Context: an optimization exercise on an open-source flow, tuned for small area. The choices shown serve that exercise and are no tape-out recipe.
The RTL was checked by simulation tests, not by an equivalence proof against the original design.
No driver is modelled on the clock port, so clock power and skew are understated where the tree is cut down; a real chip needs a root buffer or a tree.
No activity file was given, so power comes from the tool's default toggle rates.

== run A ==
// axi4_adapter
module axi4_adapter #(
  parameter integer                     AXI_ID_WIDTH = 1,
  parameter integer                     AXI_ADDR_WIDTH = 12,
  parameter integer                     AXI_DATA_WIDTH = 32,
  parameter bit                         ALIGN_ADDR = 1'b1,
  parameter bit                         EN_SEC_MODE = 1'b1,
  parameter bit                         NO_SEC_FAIL = 0,
  parameter bit                         DECOUPLE_W = 1,
  parameter integer                     AXI_BYTE_COUNT  = AXI_DATA_WIDTH / 8
)(
  input  logic                          aclk,
  input  logic                          aresetn,
  input  logic [AXI_ID_WIDTH-1:0]       awid,
  input  logic [AXI_ADDR_WIDTH-1:0]     awaddr,
  input  logic [7:0]                    awlen,
  input  logic [2:0]                    awsize,
  input  logic [1:0]                    awburst,
  /*verilator lint_off UNUSED*/
  input  logic                          awlock,
  input  logic [3:0]                    awcache,
  /*verilator lint_on UNUSED*/
  input  logic [2:0]                    awprot,
  /*verilator lint_off UNUSED*/
  input  logic [3:0]                    awqos,
  input  logic [3:0]                    awregion,
  /*verilator lint_on UNUSED*/
  input  logic                          awvalid,
  output logic                          awready,
  input  logic [AXI_DATA_WIDTH-1:0]     wdata,
  ...
Size in the first run: ~480 cells after synthesis, roughly 110 flip-flops, roughly 0.0045 sq mm of cells after synthesis.
==> flow/config.mk <==
export PLATFORM = sky130hd
export DESIGN_NAME = axi4_adapter
export DESIGN_NICKNAME = axi4_adapter
export VERILOG_FILES = /design/flow/design.v
export SDC_FILE = /design/flow/constraint.sdc
export NUM_CORES = 4
export LEC_CHECK = 0
export CAP_MARGIN = 20
export CORE_MARGIN = 2
export CORE_UTILIZATION = 40
export GPL_TIMING_DRIVEN = 0
export SLEW_MARGIN = 20
==> flow/constraint.sdc <==
create_clock -name core_clock -period 4.0 [get_ports {aclk}]
set_input_delay 0.8000 -clock core_clock [delete_from_list [all_inputs] [get_ports {aclk}]]
set_output_delay 0.8000 -clock core_clock [all_outputs]
set_load 0.01 [all_outputs]
standard.sh (not shown) runs the stock make flow with config.mk's settings and CLKGATE_MAP_FILE= SYNTH_SCRIPT=/design/flow/synth_recipe.tcl, a recipe that flattens the netlist after the stock synthesis.
==> flow/flow/run.sh <==
#!/bin/bash
# The standard ORFS layout (standard.sh) with:
#  - an area-oriented ABC script for the combinational mapping (flow/my_synth.tcl),
#    and no extraction of half/full adder cells (ADDER_MAP_FILE empty), which
#    leaves the hand-written carry chains to ABC,
#  - 1x buffers on the ports,
#  - a clock tree made by hand: the clock port drives four clock buffers, each
#    driving one quarter of the flip-flops (flow/cts_manual.tcl).
# Each tool's output is logged in this folder.
set -euo pipefail
here=$(pwd)
orig=$(grep -o 'SYNTH_SCRIPT=[^ ]*' standard.sh | head -1 | cut -d= -f2-)
export ORIG_SYNTH_SCRIPT="$orig"
export MY_ABC_SCRIPT="$here/flow/abc_area.script"
sed "s#SYNTH_SCRIPT=[^ ]*#SYNTH_SCRIPT=$here/flow/my_synth.tcl#" standard.sh > my_standard.sh
export ADDER_MAP_FILE=
export BUFFER_PORTS_ARGS="-buffer_cell sky130_fd_sc_hd__buf_1"
export PRE_GLOBAL_PLACE_TCL="$here/flow/pre_gpl.tcl"
export PRE_CTS_TCL="$here/flow/cts_manual.tcl"
export MANUAL_CTS_BUF=sky130_fd_sc_hd__clkbuf_16
export MANUAL_CTS_N=4
bash my_standard.sh > standard.log 2>&1
Other scripts of this flow, unchanged in this note and not shown: flow/flow/abc_area.script, flow/flow/cts_manual.tcl, flow/flow/my_synth.tcl, flow/flow/pre_gpl.tcl
> inputs changed (run A -> run E)
-- flow/design.v --
<<< run A, line 143
  assign aw_push = awvalid & ~aw_full;
  always_ff @(posedge aclk) begin : ff_awb
    awb_addr <= (awb_addr & {12{aw_full}}) | (awaddr & {12{aw_push}});
    awb_mode <= (awb_mode & {4{aw_full}}) | (aw_mode & {4{aw_push}});
    awb_sec  <= (awb_sec & aw_full) | (awprot[1] & aw_push);
    awb_id   <= (awb_id & aw_full) | (awid & aw_push);
  end : ff_awb
  always_ff @(posedge aclk) begin : ff_aw_pop_en
>>> run E, line 143
  assign aw_push = awvalid & ~aw_full;
  always_ff @(posedge aclk) begin : ff_awb
    if (aw_push) begin
      awb_addr <= awaddr;
      awb_mode <= aw_mode;
      awb_sec  <= awprot[1];
      awb_id   <= awid;
    end
  end : ff_awb
  always_ff @(posedge aclk) begin : ff_aw_pop_en
### Flow results
In summary, run E completed successfully, with a layout that passed the timing, DRC and antenna checks. Area after synthesis, run A and run E: higher on run E. In terms of initial cell density of the core, run E and run A differ only marginally. Run E vs. run A: required time of the critical path now larger; total global-route track usage shows a reduction of 0.21 points; total placed cells including tap cells decreased 20.
No run of this note takes its clock network from TritonCTS; it comes from the design's own scripts or RTL.

---

v6:
axi4_adapter, a different RTL version from the one above (not shown whole).
Size: roughly 460 cells after synthesis, about 270 I/O pins, ~0.0047 sq mm of cells after synthesis.
==> flow/config.mk <==
export PLATFORM = sky130hd
export DESIGN_NAME = axi4_adapter
export DESIGN_NICKNAME = axi4_adapter
export VERILOG_FILES = /design/flow/design.v
export SDC_FILE = /design/flow/constraint.sdc
export NUM_CORES = 4
export LEC_CHECK = 0
export CAP_MARGIN = 20
export CORE_MARGIN = 2
export CORE_UTILIZATION = 40
export SLEW_MARGIN = 20
==> flow/constraint.sdc <==
create_clock -name core_clock -period 4.0 [get_ports {aclk}]
set_input_delay 0.8000 -clock core_clock [delete_from_list [all_inputs] [get_ports {aclk}]]
set_output_delay 0.8000 -clock core_clock [all_outputs]
set_load 0.01 [all_outputs]
==> flow/flow/run.sh <==
#!/bin/bash
# The standard ORFS layout (standard.sh) with:
#  - an area-oriented ABC script for the combinational mapping (flow/my_synth.tcl),
#    and no extraction of half/full adder cells (ADDER_MAP_FILE empty), which
#    leaves the hand-written carry chains to ABC,
#  - 1x buffers on the ports,
#  - a clock tree made by hand: the clock port drives four clock buffers, each
#    driving one quarter of the flip-flops (flow/cts_manual.tcl).
# Each tool's output is logged in this folder.
set -euo pipefail
here=$(pwd)
orig=$(grep -o 'SYNTH_SCRIPT=[^ ]*' standard.sh | head -1 | cut -d= -f2-)
export ORIG_SYNTH_SCRIPT="$orig"
export MY_ABC_SCRIPT="$here/flow/abc_area.script"
sed "s#SYNTH_SCRIPT=[^ ]*#SYNTH_SCRIPT=$here/flow/my_synth.tcl#" standard.sh > my_standard.sh
export ADDER_MAP_FILE=
export BUFFER_PORTS_ARGS="-buffer_cell sky130_fd_sc_hd__buf_1"
export PRE_CTS_TCL="$here/flow/cts_manual.tcl"
export MANUAL_CTS_BUF=sky130_fd_sc_hd__clkbuf_16
export MANUAL_CTS_N=4
bash my_standard.sh > standard.log 2>&1
Other scripts of this flow, unchanged in this note and not shown: flow/flow/abc_area.script, flow/flow/cts_manual.tcl, flow/flow/my_synth.tcl
v6 finished end to end and its layout was clean on timing, DRC and antenna.
#### Input delta (v7 over v6)
--- a/flow/design.v
+++ b/flow/design.v
@@ -243,26 +243,25 @@
       bid <= i_bid;
     end
   end : ff_bid
   logic                         rd_req;
   logic                         ar_hs;
   logic                         ar_sec;
   logic                         ar_sec_q;
   logic [11:0]                  raddr;
   logic [11:0]                  i_raddr;
   logic [11:0]                  next_raddr;
-  logic [1:0]                   ar_size_q;
-  logic [1:0]                   ar_burst_q;
-  logic [3:1]                   ar_len_q;
-  logic [1:0]                   i_rsize;
-  logic [1:0]                   i_rburst;
-  logic [3:1]                   i_rlen;
+  logic [3:0]                   ar_mode;
+  logic [3:0]                   ar_mode_q;
+  logic [3:0]                   i_rmode;
+  logic                         ar_wrap;
+  logic [1:0]                   ar_size;
   logic                         i_rid;
   logic                         rd_err;
   logic                         en_r_cnt_4_0;
   logic                         en_r_cnt_8_5;
   logic [4:0]                   r_cnt_4_0;
   logic [3:0]                   r_cnt_8_5;
   logic [8:0]                   r_cnt;
   logic [8:0]                   next_r_cnt;
   logic                         rlast_d;
   assign ar_hs  = arvalid & arready;
@@ -313,37 +312,38 @@
     else begin
       if (en_r_cnt_4_0) begin
         r_cnt_4_0 <= next_r_cnt[4:0];
       end
       if (en_r_cnt_8_5) begin
         r_cnt_8_5 <= next_r_cnt[8:5];
       end
     end
   end : ff_r_cnt
   assign i_raddr  = arready ? araddr : raddr;
-  assign i_rsize  = arready ? arsize[1:0] : ar_size_q;
-  assign i_rburst = arready ? arburst : ar_burst_q;
-  assign i_rlen   = arready ? arlen[3:1] : ar_len_q;
+  assign ar_mode[3:2] = arburst[1] ? arsize[1:0] : 2'b11;
+  assign ar_mode[1:0] = arburst[1] ? {arlen[2], arlen[3] | (arlen[1] & ~arlen[2])} :
+                        arburst[0] ? arsize[1:0] : 2'b11;
+  assign i_rmode  = arready ? ar_mode : ar_mode_q;
+  assign ar_wrap  = ~(i_rmode[3] & i_rmode[2]);
+  assign ar_size  = ar_wrap ? i_rmode[3:2] : i_rmode[1:0];
   assign ar_sec   = arready ? arprot[1] : ar_sec_q;
   axi_addr u_axi_raddr (
     .addr       (i_raddr),
-    .inc        (rd_req & (i_rburst != 2'd0)),
-    .wrap       (i_rburst[1]),
-    .size       (i_rsize),
-    .len        (i_rlen),
+    .inc        (rd_req & ~(&i_rmode)),
+    .wrap       (ar_wrap),
+    .size       (ar_size),
+    .len        ({i_rmode[1] & i_rmode[0], i_rmode[1], i_rmode[1] | i_rmode[0]}),
     .next_addr  (next_raddr)
   );
   always_ff @(posedge aclk) begin : ff_raddr
     raddr      <= next_raddr;
-    ar_size_q  <= i_rsize;
-    ar_burst_q <= i_rburst;
-    ar_len_q   <= i_rlen;
+    ar_mode_q  <= i_rmode;
     ar_sec_q   <= ar_sec;
   end : ff_raddr
   always_ff @(posedge aclk) begin : ff_rid
     if (arready) begin
       i_rid <= arid;
     end
     if (!arvalid || arready) begin
       rid <= ar_hs ? arid : i_rid;
     end
   end : ff_rid
Notes after the runs:
- Of v7 and v6, it is v7 that has the higher logic gate share of total power.
- Run comparison: v6 critical path launch point arready; v7 critical path launch point wvalid
- Compared to v6, v7 has leakage power 0.045 nW lower.
- Where design area is concerned, v6 is outperformed by v7.
- Looking at the reports, v7 completed the entire flow and the layout it produced met the timing, DRC and antenna checks.
- The run showing the greater clock network fraction of total power is v6.
- First-pass GRT wire length down 380 um in v7 wrt v6
No run of this note takes its clock network from TritonCTS; it comes from the design's own scripts or RTL.

---

## old
RTL: one of the versions met above, not the one the previous note started from.
For scale: about 470 cells after synthesis, ~270 I/O pins, ~4500 µm² of cells after synthesis.
clock: 4.0 ns
lec_check: 0
cap_margin: 20
core_margin: 2
core_utilization: 40
slew_margin: 20
==> flow/flow/abc_area.script <==
&get -n
&st
&deepsyn -T 60
&st
&dch -f
&nf -R 1000 -p
&st
&dch -f
&nf -R 1000 -p
&put
topo
==> flow/flow/cts_manual.tcl <==
# Clock tree made by hand: the clock port drives a few clock buffers, each of
# which drives one cluster of flip-flops. Sourced before ORFS's CTS step; it
# replaces clock_tree_synthesis for that step.
proc manual_cts { buf_master nclusters } {
  set block [ord::get_db_block]
  set master [[ord::get_db] findMaster $buf_master]
  set clk_net [$block findNet aclk]
  set sinks {}
  foreach it [$clk_net getITerms] {
    set loc [[$it getInst] getLocation]
    lappend sinks [list [lindex $loc 0] [lindex $loc 1] $it]
  }
  # split into balanced clusters: halves by x, then each half by y
  set groups [list $sinks]
  set axis 0
  while { [llength $groups] < $nclusters } {
    set next {}
    foreach g $groups {
      set s [lsort -integer -index $axis $g]
      set h [expr {[llength $s] / 2}]
      lappend next [lrange $s 0 [expr {$h - 1}]] [lrange $s $h end]
    }
    set groups $next
    set axis [expr {1 - $axis}]
  }
  set i 0
  foreach g $groups {
    set sx 0; set sy 0
    foreach s $g { incr sx [lindex $s 0]; incr sy [lindex $s 1] }
    set n [llength $g]
    set inst [odb::dbInst_create $block $master "clkbuf_m_$i"]
    set net [odb::dbNet_create $block "clknet_m_$i"]
    $net setSigType CLOCK
    foreach s $g {
      set it [lindex $s 2]
      $it disconnect
      $it connect $net
    }
    [$inst findITerm A] connect $clk_net
    [$inst findITerm X] connect $net
    $inst setLocation [expr {$sx / $n}] [expr {$sy / $n}]
    $inst setPlacementStatus PLACED
    puts "manual_cts: $buf_master clkbuf_m_$i drives $n sinks"
    incr i
  }
}

rename clock_tree_synthesis orfs_clock_tree_synthesis
proc clock_tree_synthesis { args } {
  manual_cts $::env(MANUAL_CTS_BUF) $::env(MANUAL_CTS_N)
  set_propagated_clock [all_clocks]
}
==> flow/flow/my_synth.tcl <==
# The standard flow's synthesis script (ORIG_SYNTH_SCRIPT) with its final ABC mapping run
# on flow/abc_area.script (area-oriented) instead of ORFS's speed script.
# Only the combinational mapping changes; the registers are the same.
proc abc { args } {
  set i [lsearch -exact $args -script]
  if { $i >= 0 } {
    set args [lreplace $args [expr {$i + 1}] [expr {$i + 1}] $::env(MY_ABC_SCRIPT)]
  }
  yosys abc {*}$args
}
source $::env(ORIG_SYNTH_SCRIPT)
Scripts as last shown in full above: flow/flow/run.sh
Edits applied to the flow inputs when going from old to new:
--- a/flow/design.v
+++ b/flow/design.v
@@ -138,18 +138,20 @@
     else begin
       aw_full <= awvalid;
     end
   end : ff_aw_full
   logic aw_push;
   assign aw_push = awvalid & ~aw_full;
   always_ff @(posedge aclk) begin : ff_awb
-    awb_addr <= (awb_addr & {12{aw_full}}) | (awaddr & {12{aw_push}});
-    awb_mode <= (awb_mode & {4{aw_full}}) | (aw_mode & {4{aw_push}});
-    awb_sec  <= (awb_sec & aw_full) | (awprot[1] & aw_push);
-    awb_id   <= (awb_id & aw_full) | (awid & aw_push);
+    if (aw_push) begin
+      awb_addr <= awaddr;
+      awb_mode <= aw_mode;
+      awb_sec  <= awprot[1];
+      awb_id   <= awid;
+    end
   end : ff_awb
   always_ff @(posedge aclk) begin : ff_aw_pop_en
     if (!aresetn) begin
       aw_pop_en <= 1'b1;
     end
     else if (aw_take) begin
       aw_pop_en <= 1'b0;
Notes after the runs:
The clock network fraction of design power of new exceeds that of old by 0.6 points. Upper clock frequency limit (higher): old. Setup slack in new is smaller than in old. Max register-to-register slack across old and new: old. Relative to old, the final cell area reported for new is lower. new against old: core region area increased 0.87%, gate count of the mapped netlist decreased 3.8%, net count reported at finish decreased 30, detailed-route wire length decreased 550 µm, via count normalized by instance count decreased 0.070. In the reports for old and new, the smaller share of the final layout cell area in multi-input gates belongs to new.
In every run of this note, the design's own scripts or RTL, not TritonCTS, make the clock network.

## afterwards: timing with drivers on the ports
In the flow no input, the clock included, has a driving cell. The finished layouts below were timed again as built, in two steps. Step 1 (the two cells are an assumption about what drives the block):
set clk [get_ports {aclk}]
set_driving_cell -lib_cell sky130_fd_sc_hd__clkbuf_16 $clk
set_driving_cell -lib_cell sky130_fd_sc_hd__buf_2 [delete_from_list [all_inputs] $clk]
Step 2 also shifts input and output timing later by t, the mid clock arrival at the registers, as if the neighbouring blocks saw the same clock. Three values: ideal ports, drivers, drivers and shift; two values: the first two.
run | t, ns | slack for setup (ns) | latest minus earliest clock arrival (ns) | worst data-port slew with drivers (ns)
run A | 0.240 | 0.193 / 0.236 / 0.005 | 0.010 / 0.010 | 0.07
run E | 0.237 | 0.138 / 0.186 / -0.052 | 0.010 / 0.009 | 0.08
v6 | 0.240 | 0.838 / 0.838 / 0.690 | 0.015 / 0.015 | 0.07
v7 | 0.237 | 0.506 / 0.517 / 0.295 | 0.006 / 0.007 | 0.07
old | 0.240 | 0.339 / 0.399 / 0.159 | 0.013 / 0.013 | 0.08
new | 0.241 | 0.259 / 0.313 / 0.072 | 0.006 / 0.006 | 0.07
Met with ideal ports but missed after step 2: setup timing in run E. The setup slack of v7, which loses most, moves by +0.011 ns with the drivers and by -0.211 ns with both steps.
